Background: an optimization exercise with open tools, aiming at small area. Do not read the settings as production practice. The RTL was checked by simulation tests, not by an equivalence proof against the original design. Power is estimated from default activity; no workload was simulated.

### design/flow/config.mk
export PLATFORM = sky130hd
export DESIGN_NAME = top
export DESIGN_NICKNAME = top
export VERILOG_FILES = /design/flow/design.v
export SDC_FILE = /design/flow/constraint.sdc
export NUM_CORES = 4
export LEC_CHECK = 0
export ABC_AREA = 1
export CAP_MARGIN = 20
export CORE_MARGIN = 2
export CORE_UTILIZATION = 40
export SLEW_MARGIN = 20
### design/flow/constraint.sdc
create_clock -name core_clock -period 15.0 [get_ports {clk}]
set_input_delay 3.0000 -clock core_clock [delete_from_list [all_inputs] [get_ports {clk}]]
set_output_delay 3.0000 -clock core_clock [all_outputs]
set_load 0.01 [all_outputs]
### design/flow/design.v
module top(
    input clk,
    input push_switch1,
    input push_switch2,
    input push_switch3,
    input push_switch4,
    input push_switch5,
    input push_switch6,
    output [6:0] segment1,
    output [6:0] segment2,
    output [6:0] segment3,
    output [6:0] segment4,
    output [6:0] segment5,
    output [6:0] segment6,
    input dip_switch1,
    input dip_switch2,
    input dip_switch3,
    input dip_switch4,
    input dip_switch5,
    input dip_switch6,
    input dip_switch7,
    input dip_switch8,
    input dip_switch9,
    input dip_switch10,
    output led1_red,
    output led2_yellow,
    output led3_green,
    output led4_red,
    output led5_yellow,
    output led6_green
);
  assign led1_red = 1'b0;
  assign led2_yellow = 1'b0;
  assign led3_green = 1'b0;
  assign led4_red = 1'b0;
  assign led5_yellow = 1'b0;
  assign led6_green = 1'b0;
  reg r_rst, r_mode, r_set, r_up, r_down;
  always @(posedge clk) begin
    r_rst  <= push_switch6;
    r_mode <= push_switch1;
    r_set  <= push_switch2;
    r_up   <= push_switch3;
    r_down <= push_switch4;
  end
  reg [6:0] c;           
  reg [1:0] iu;          
  reg       is12;        
  reg [5:0] bc;          
  reg       blink;
  reg [8:0] cnt1;        
  reg [2:0] st;          
  reg [3:0] su;          
  reg [2:0] mt;          
  reg [3:0] mu;          
  reg       pm;          
  reg [3:0] hh;          
  reg [1:0] css;         
  reg       aoff;        
  reg [1:0] ass;         
  reg       has;         
  reg       aon;         
  reg       eq;          
  reg       apm;
  reg [3:0] ahh;
  reg [2:0] amt;
  reg [3:0] amu;
  reg [1:0] iu_d;        
  reg       aon_d;
  reg       is12_d;
  wire tick  = (c == 7'd70) & ~r_rst;
  wire pre   = (c == 7'd69);
  wire s_up  = pre & r_up & ~r_down;
  wire s_dn  = pre & r_down & ~r_up;
  wire btn   = tick & r_set;
  wire c_set = btn & (iu == 2'd0);
  wire a_set = btn & (iu == 2'd1);
  wire d_set = btn & (iu == 2'd2);
  reg [1:0] iu_n;
  always @* begin
    iu_n = iu;
    if (tick & r_mode) iu_n = (iu == 2'd0) ? 2'd1 : (iu == 2'd1) ? 2'd2 : 2'd0;
    if (r_rst) iu_n = 2'd0;
  end
  function [6:0] m_inc(input [6:0] v);
    if (v[3:0] == 4'd9) m_inc = {(v[6:4] == 3'd5) ? 3'd0 : v[6:4] + 3'd1, 4'd0};
    else m_inc = {v[6:4], v[3:0] + 4'd1};
  endfunction
  function [6:0] m_dec(input [6:0] v);
    if (v[3:0] == 4'd0) m_dec = {(v[6:4] == 3'd0) ? 3'd5 : v[6:4] - 3'd1, 4'd9};
    else m_dec = {v[6:4], v[3:0] - 4'd1};
  endfunction
  function [4:0] h_inc(input [4:0] v);
    if (v[3:0] == 4'd11) h_inc = {~v[4], 4'd0};
    else h_inc = {v[4], v[3:0] + 4'd1};
  endfunction
  function [4:0] h_dec(input [4:0] v);
    if (v[3:0] == 4'd0) h_dec = {~v[4], 4'd11};
    else h_dec = {v[4], v[3:0] - 4'd1};
  endfunction
  wire c_sec   = (css == 2'd0) & ~c_set & (cnt1 == 9'd500);
  wire c_mcar  = c_sec & ({st, su} == {3'd5, 4'd9});
  wire c_hcar  = c_mcar & ({mt, mu} == {3'd5, 4'd9});
  wire c_mfld  = ((css == 2'd2) & ~is12) | (css == 2'd3);
  wire c_hfld  = ((css == 2'd1) & ~is12) | ((css == 2'd2) & is12);
  wire c_hpm   = (css == 2'd1) & is12;
  wire c_minc  = c_mcar | (s_up & c_mfld);
  wire c_mdec  = s_dn & c_mfld;
  wire c_hinc  = c_hcar | (s_up & c_hfld);
  wire c_hdec  = s_dn & c_hfld;
  wire c_htog  = (s_up | s_dn) & c_hpm;
  wire a_mfld  = ((ass == 2'd2) & ~is12) | (ass == 2'd3);
  wire a_hfld  = ((ass == 2'd1) & ~is12) | ((ass == 2'd2) & is12);
  wire a_hpm   = (ass == 2'd1) & is12;
  wire a_minc  = s_up & a_mfld;
  wire a_mdec  = s_dn & a_mfld;
  wire a_hinc  = s_up & a_hfld;
  wire a_hdec  = s_dn & a_hfld;
  wire a_htog  = (s_up | s_dn) & a_hpm;
  reg [1:0] ass_n;
  always @* begin
    ass_n = ass;
    if (a_set)
      case (ass)
        2'd0: ass_n = 2'd1;
        2'd1: ass_n = 2'd2;
        2'd2: ass_n = is12 ? 2'd3 : 2'd0;
        2'd3: ass_n = 2'd0;
      endcase
    if (r_rst) ass_n = 2'd0;
  end
  reg [4:0] ah_n;
  reg [6:0] am_n;
  always @* begin
    ah_n = {apm, ahh};
    am_n = {amt, amu};
    if (a_hinc) ah_n = h_inc({apm, ahh});
    if (a_hdec) ah_n = h_dec({apm, ahh});
    if (a_htog) ah_n = {~apm, ahh};
    if (a_minc) am_n = m_inc({amt, amu});
    if (a_mdec) am_n = m_dec({amt, amu});
    if (r_rst) begin
      ah_n = 5'd0;
      am_n = 7'd0;
    end
  end
  always @(posedge clk) begin
    c <= (r_rst) ? 7'd1 : (c == 7'd70) ? 7'd0 : c + 7'd1;
    iu <= iu_n;
    is12 <= r_rst ? 1'b0 : d_set ? ~is12 : is12;
    bc <= (r_rst) ? 6'd1 : (bc == 6'd50) ? 6'd0 : bc + 6'd1;
    blink <= r_rst ? 1'b0 : (bc == 6'd50) ? ~blink : blink;
    aoff <= aon & r_up;
    cnt1 <= (r_rst | (css != 2'd0)) ? 9'd1 : (cnt1 == 9'd500) ? 9'd0 : cnt1 + 9'd1;
    if (r_rst | c_set & (css == 2'd0)) {st, su} <= 7'd0;
    else if (c_sec) {st, su} <= m_inc({st, su});
    if (r_rst) {mt, mu} <= 7'd0;
    else if (c_minc) {mt, mu} <= m_inc({mt, mu});
    else if (c_mdec) {mt, mu} <= m_dec({mt, mu});
    if (r_rst) {pm, hh} <= 5'd0;
    else if (c_hinc) {pm, hh} <= h_inc({pm, hh});
    else if (c_hdec) {pm, hh} <= h_dec({pm, hh});
    else if (c_htog) pm <= ~pm;
    if (r_rst) css <= 2'd0;
    else if (c_set)
      case (css)
        2'd0: css <= 2'd1;
        2'd1: css <= 2'd2;
        2'd2: css <= is12 ? 2'd3 : 2'd0;
        2'd3: css <= 2'd0;
      endcase
    aon <= r_rst ? 1'b0 : (aon | (has & eq)) & ~aoff;
    ass <= ass_n;
    has <= r_rst ? 1'b0 : ((has | a_set) & ~((ass_n == 2'd0) & r_up));
    {apm, ahh} <= ah_n;
    {amt, amu} <= am_n;
    eq <= ({pm, hh} == ah_n) & ({mt, mu} == am_n);
    iu_d <= iu;
    aon_d <= aon;
    is12_d <= is12;
  end
  function [6:0] seg(input [3:0] d);    
    case (d)
      4'd0: seg = 7'b1111110;
      4'd1: seg = 7'b0110000;
      4'd2: seg = 7'b1101101;
      4'd3: seg = 7'b1111001;
      4'd4: seg = 7'b0110011;
      4'd5: seg = 7'b1011011;
      4'd6: seg = 7'b1011111;
      4'd7: seg = 7'b1110000;
      4'd8: seg = 7'b1111111;
      4'd9: seg = 7'b1111011;
      default: seg = 7'b0000000;
    endcase
  endfunction
  wire       sa = (iu_n == 2'd1);
  wire       sd = (iu_n == 2'd2);
  wire       Hp = sa ? apm : pm;
  wire [3:0] Hh = sa ? ahh : hh;
  wire [2:0] Mt = sa ? amt : mt;
  wire [3:0] Mu = sa ? amu : mu;
  wire [2:0] St = sa ? 3'd0 : st;
  wire [3:0] Su = sa ? 4'd0 : su;
  wire b1 = blink & (sa ? ((ass == 2'd1) & (iu_d == 2'd1)) : (((css == 2'd1) & (iu_d == 2'd0)) | aon_d));
  wire b2 = blink & (sa ? ((ass == 2'd2) & (iu_d == 2'd1)) : (((css == 2'd2) & (iu_d == 2'd0)) | aon_d));
  wire b3 = blink & (sa ? ((ass == 2'd3) & (iu_d == 2'd1)) : (((css == 2'd3) & (iu_d == 2'd0)) | aon_d));
  wire dash = sa & ~has;
  reg [1:0] h24t;
  reg [3:0] h24u;
  always @* begin
    if (~Hp) begin
      h24t = (Hh >= 4'd10) ? 2'd1 : 2'd0;
      h24u = (Hh >= 4'd10) ? Hh - 4'd10 : Hh;
    end else begin
      h24t = (Hh >= 4'd8) ? 2'd2 : 2'd1;
      h24u = (Hh >= 4'd8) ? Hh - 4'd8 : Hh + 4'd2;
    end
  end
  wire       h12t = (Hh >= 4'd10);
  wire [3:0] h12u = h12t ? Hh - 4'd10 : Hh;
  wire [6:0] d1 = is12_d ? (Hp ? 7'b1100111 : 7'b1110111) : seg({2'b00, h24t});
  wire [6:0] d2 = is12_d ? 7'b0000000 : seg(h24u);
  wire [6:0] d3 = seg(is12_d ? {3'b000, h12t} : {1'b0, Mt});
  wire [6:0] d4 = seg(is12_d ? h12u : Mu);
  wire [6:0] d5 = seg(is12_d ? {1'b0, Mt} : {1'b0, St});
  wire [6:0] d6 = seg(is12_d ? Mu : Su);
  function [6:0] pick(input sd, input dash, input [6:0] dc, input blank, input [6:0] d);
    pick = sd ? dc : dash ? 7'b0000001 : blank ? 7'b0000000 : d;
  endfunction
  assign segment1 = pick(sd, dash, 7'b0111101, b1, d1);
  assign segment2 = pick(sd, dash, 7'b1001110, b1, d2);
  assign segment3 = pick(sd, dash, 7'b0000000, b2, d3);
  assign segment4 = pick(sd, dash, 7'b0000000, b2, d4);
  assign segment5 = pick(sd, dash, 7'b0000000, b3, d5);
  assign segment6 = pick(sd, dash, 7'b0000000, b3, d6);
endmodule
### design/flow/run.sh
#!/bin/bash
# synth_recipe.tcl (not shown) runs the flow's synth.tcl, then flattens the netlist and writes it again
# the make line also repeats each setting of config.mk as NAME=value (left out here)
make -C /OpenROAD-flow-scripts/flow DESIGN_CONFIG=/design/flow/config.mk WORK_HOME=/design/flow/orfs CLKGATE_MAP_FILE= SYNTH_SCRIPT=/design/flow/synth_recipe.tcl finish
==> run notes <==
-- worst max-delay path: stages (launching register included) --
cell and delay, ps:
dfxtp_1 290, buf_4 210, inv_2 410, nand3_2 140, nand2_1 120, nand3_2 110, nor2_4 620, nand2_1 120
o21ai_1 120, inv_1 90, o21ai_0 510, inv_1 150, ha_1 230, nand2_1 80, o211ai_1 120, a21oi_1 140
clkdlybuf4s50_1 550
-- worst min path at each step --
stage,to,slack [ps],cells after the start
floorplan,iu_d[0]$_DFF_P_,330,0
global placement,iu_d[0]$_DFF_P_,330,0
detailed placement,iu_d[0]$_DFF_P_,340,0
CTS,iu_d[0]$_DFF_P_,360,0
global route,iu_d[0]$_DFF_P_,360,0
finish,iu_d[0]$_DFF_P_,360,0
-- layer usage --
metal  global-route usage (%)  up-vias  share of wire, %
met5                        0        -                 0
met4                    7.931        0               2.4
met3                    2.405       20               4.6
met2                    30.22      135                45
met1                    24.04     2462                48
li1                         -     3008                 -
-- area by class of cell --
type | count | area [sq um]
Multi-Input combinational cell | 663 | 3647
Clock inverter | 5 | 77.57
Tap cell | 184 | 230.2
Inverter | 153 | 574.3
Sequential cell | 74 | 1481
Timing Repair Buffer | 48 | 478.0
Clock buffer | 11 | 242.7
Fill cell | 1502 | 7637
-- power by group through the flow --
stage | sequential [W] | combinational, W | clock (W)
finish | 0.000203 | 0.0000136 | 0.000232
CTS | 0.000203 | 0.0000137 | 0.000238
detailed placement | 0.000208 | 0.0000137 | 0
floorplan | 0.000207 | 0.0000113 | 0
global placement | 0.000208 | 0.0000135 | 0
global route | 0.000204 | 0.0000158 | 0.000246
-- registers in the layout, summed over array words and instances, names as in the netlist, 2 cells and up --
name	cells
iu	2
su	4
mu	4
css	2
c	7
iu_d	2
bc	6
amt	3
cnt1	9
ass	2
st	3
hh	4
amu	4
mt	3
ahh	4
-- through the flow --
step                hold WS, ps  setup slack [ps]  util [%]  instance area [sq um]
finish                    355.2              7640     46.85                   6731
floorplan                 330.8              9278         -                   5822
global placement          334.8              8005     44.62                   6411
detailed placement        344.9              8008     44.62                   6411
global route              358.7              7264     46.85                   6731
CTS                       355.3              7635     46.85                   6731
-- synth_stat cells, types with 2 or more instances --
cell,count
a211oi_1,4
a21oi_1,58
a21oi_2,3
a31oi_1,13
and3_1,2
buf_2,2
buf_4,6
buf_6,2
clkbuf_1,11
dfxtp_1,74
ha_1,43
inv_1,139
inv_2,14
nand2_1,177
nand2_2,15
nand2_4,5
nand3_1,60
nand3_2,7
nand3b_1,3
nand4_1,8
nor2_1,109
nor2_2,2
nor2_4,3
nor3_1,17
nor3b_1,8
o211ai_1,7
o21a_1,4
o21ai_0,51
o21ai_1,16
o21ai_2,12
o221ai_1,2
o31ai_1,2
o32ai_1,2
or2_2,2
xnor2_1,5
xor2_1,8
-- logic make-up after synthesis --
| kind of cell | count (synthesis) |
|---|---|
| compound gates | 179 |
| xor+xnor | 13 |
| buf+inv | 174 |
| fa+ha+maj | 43 |
| simple gates | 422 |
| other cells | 1 |
| flops | 74 |
-- cells in the final DEF, fill, tap and decap left out, types with 4 or more instances in the layout --
master,instances
nand2_1,177
inv_1,139
nor2_1,109
dfxtp_1,74
nand3_1,60
a21oi_1,58
o21ai_0,51
clkdlybuf4s50_1,47
ha_1,43
nor3_1,17
o21ai_1,16
nand2_2,15
inv_2,14
a31oi_1,13
o21ai_2,12
clkbuf_16,9
xor2_1,8
nand4_1,8
nor3b_1,8
nand3_2,7
o211ai_1,7
conb_1,6
nand2_4,5
xnor2_1,5
o21a_1,4
a211oi_1,4
==> key figures <==
Outcome
  – Outcome: finished clean

Logic synthesis
  – Post-synth top area cell: dfxtp_1
  – Simple-Gate Fraction of Synth Area: 33.12%
  – Yosys Warn Count: 1
  – Mean Syn Cell Area: 6.405 sq um
  – Synth area leaders: dfxtp_1 (26%), nand2_1 (11%), ha_1 (9.3%)
  – Synth unique cells: 46
  – Synth Area in XOR/XNOR: 1.962%
  – Combinational family with the most area after synthesis: simple AND/OR/NAND/NOR gates
  – Post-Synth Adder-Cell Area: 9.271%
  – Yosys reg bits: 74
  – Top cell type's share of synthesized area: 25.53%
  – Post-synth ARST share: 0%
  – Complex-gate fraction of the synthesized area: 18.11%
  – Mapped Cells: 906
  – Sequential area share after synthesis: 25.53%
  – Synth Flop Type: dfxtp_1
  – Post-synth EDFFs: 0
  – Post-synthesis cell area: 5803 sq um
  – Post-synthesis mux area share: 0%

Setup path
  – Worst path arrival time: 4360 ps
  – CP Max Fanout: 29
  – CP required: 12000 ps
  – Critical path origin: r_rst$_DFF_P_
  – R2R Setup Slk: 12140 ps
  – Worst flop-to-flop path endpoint: eq$_DFF_P_
  – Crit path to: segment5[0]
  – CP startpoint kind: flip-flop
  – Kind of critical path: flip-flop to primary output
  – RR Startpoint: c[0]$_SDFF_PP1_
  – Critical Path Sink Type: primary output
  – Depth of the most critical reg-to-reg path: 15

GRT
  – Total global-route track usage: 18.33%
  – Largest net degree at the start of global routing: 30
  – Antenna violations before repair: 0
  – Vias in the first global route: 5019
  – Global-route wire length before repair: 23590 um
  – Gr ovfl total: 0

Detailed routing
  – DR iter-0 viols: 319
  – Via/cell ratio: 4.943
  – Final antenna-violating net count: 0
  – First drt pass iteration count: 7
  – Via count: 5625
  – Routed wire per std cell: 12.43 um
  – DRC errors left: 0
  – Final wirelength: 14140 um

Pwr
  – VDD IR-drop max: 0.04209 mV
  – Power Density: 66.64 nW/um^2
  – P_leak: 3.128 nW
  – Sw Share: 20.87%
  – Flop pwr share: 45.3%
  – Gate power share: 3.0%
  – Overall Power: 0.0004486 W
  – P_sw: 0.00009364 W
  – Clock power share: 51.6%
  – Pint: 0.0003549 W

Finish
  – Syn-to-layout area delta: 16.00%
  – Final std cells w/o fill: 1138
  – Nets: 1009
  – Ant diodes: 0
  – Layout cells sized above 1: 8.595%

Floorplanning
  – IO Count: 65
  – Cell Rows: 44
  – Die area: 15490 sq um
  – Starting Density: 40.39%
  – Core area: 14370 sq um
  – Die Wd: 124.4 um
  – Die H: 124.4 um

CTS
  – Clock sinks: 74
  – Num CTS Buffers: 9
  – Post-CTS Setup Inserts: 0
  – Clock latency (worst-skew pair): 340 ps
  – # resized after CTS: 0
  – Clk buf depth: 2
  – H-tree Lvls: 3
  – CTS Hold Bufs: 0
  – Clock transition at the registers of the reported paths: 60 ps
  – Clock Tree Root: clkbuf_16
  – CTS tree: yes

Timing
  – Tcrit/Tclk final: 49.07%
  – Setup TNS: 0 ps
  – Worst Max-Slew Pin Slew: 769.8 ps
  – RSZ-0062 raised after global routing: no
  – Layout Skew: 7.118 ps
  – Worst rel slew slack: 48.56%
  – Final hold violation count: 0
  – Slew Viols, Final: 0
  – Setup-failing EPs final: 0
  – Final Critical Period: 7360 ps
  – FMAX: 135.9 MHz

Placement
  – Port Buffer Count: 47
  – Cells after DPL: 1122
  – Post-DP HPWL: 11200 um
  – RePlAce Congestion: 0.8739

Run
  – Number of max-cap violations: 0

Min path
  – Hold path start: iu[0]$_DFF_P_
  – Worst Hold Class: flip-flop to flip-flop

## port drivers added, routing unchanged
How much do the figures lean on ideal ports? The routed layout below was timed once more, with nothing changed but the port constraints. Step 1 sets driving cells, clkbuf_16 on the clock port and buf_2 on the other inputs (assumed; they add their load-dependent delay and slew). Step 2 also shifts input and output timing later by t, the mid clock arrival at the registers, as if the neighbouring blocks saw the same clock. Three values: ideal ports, drivers, drivers and shift; two values: the first two.
t, ns: 0.374
setup WS [ns]: 7.640 / 7.601 / 7.976
worst hold slack (ns): 0.355 / 0.355 / 0.355
After both steps setup and hold are still met in this run. For this run, drivers alone change the setup slack by -0.039 ns; drivers and shift together by +0.336 ns.
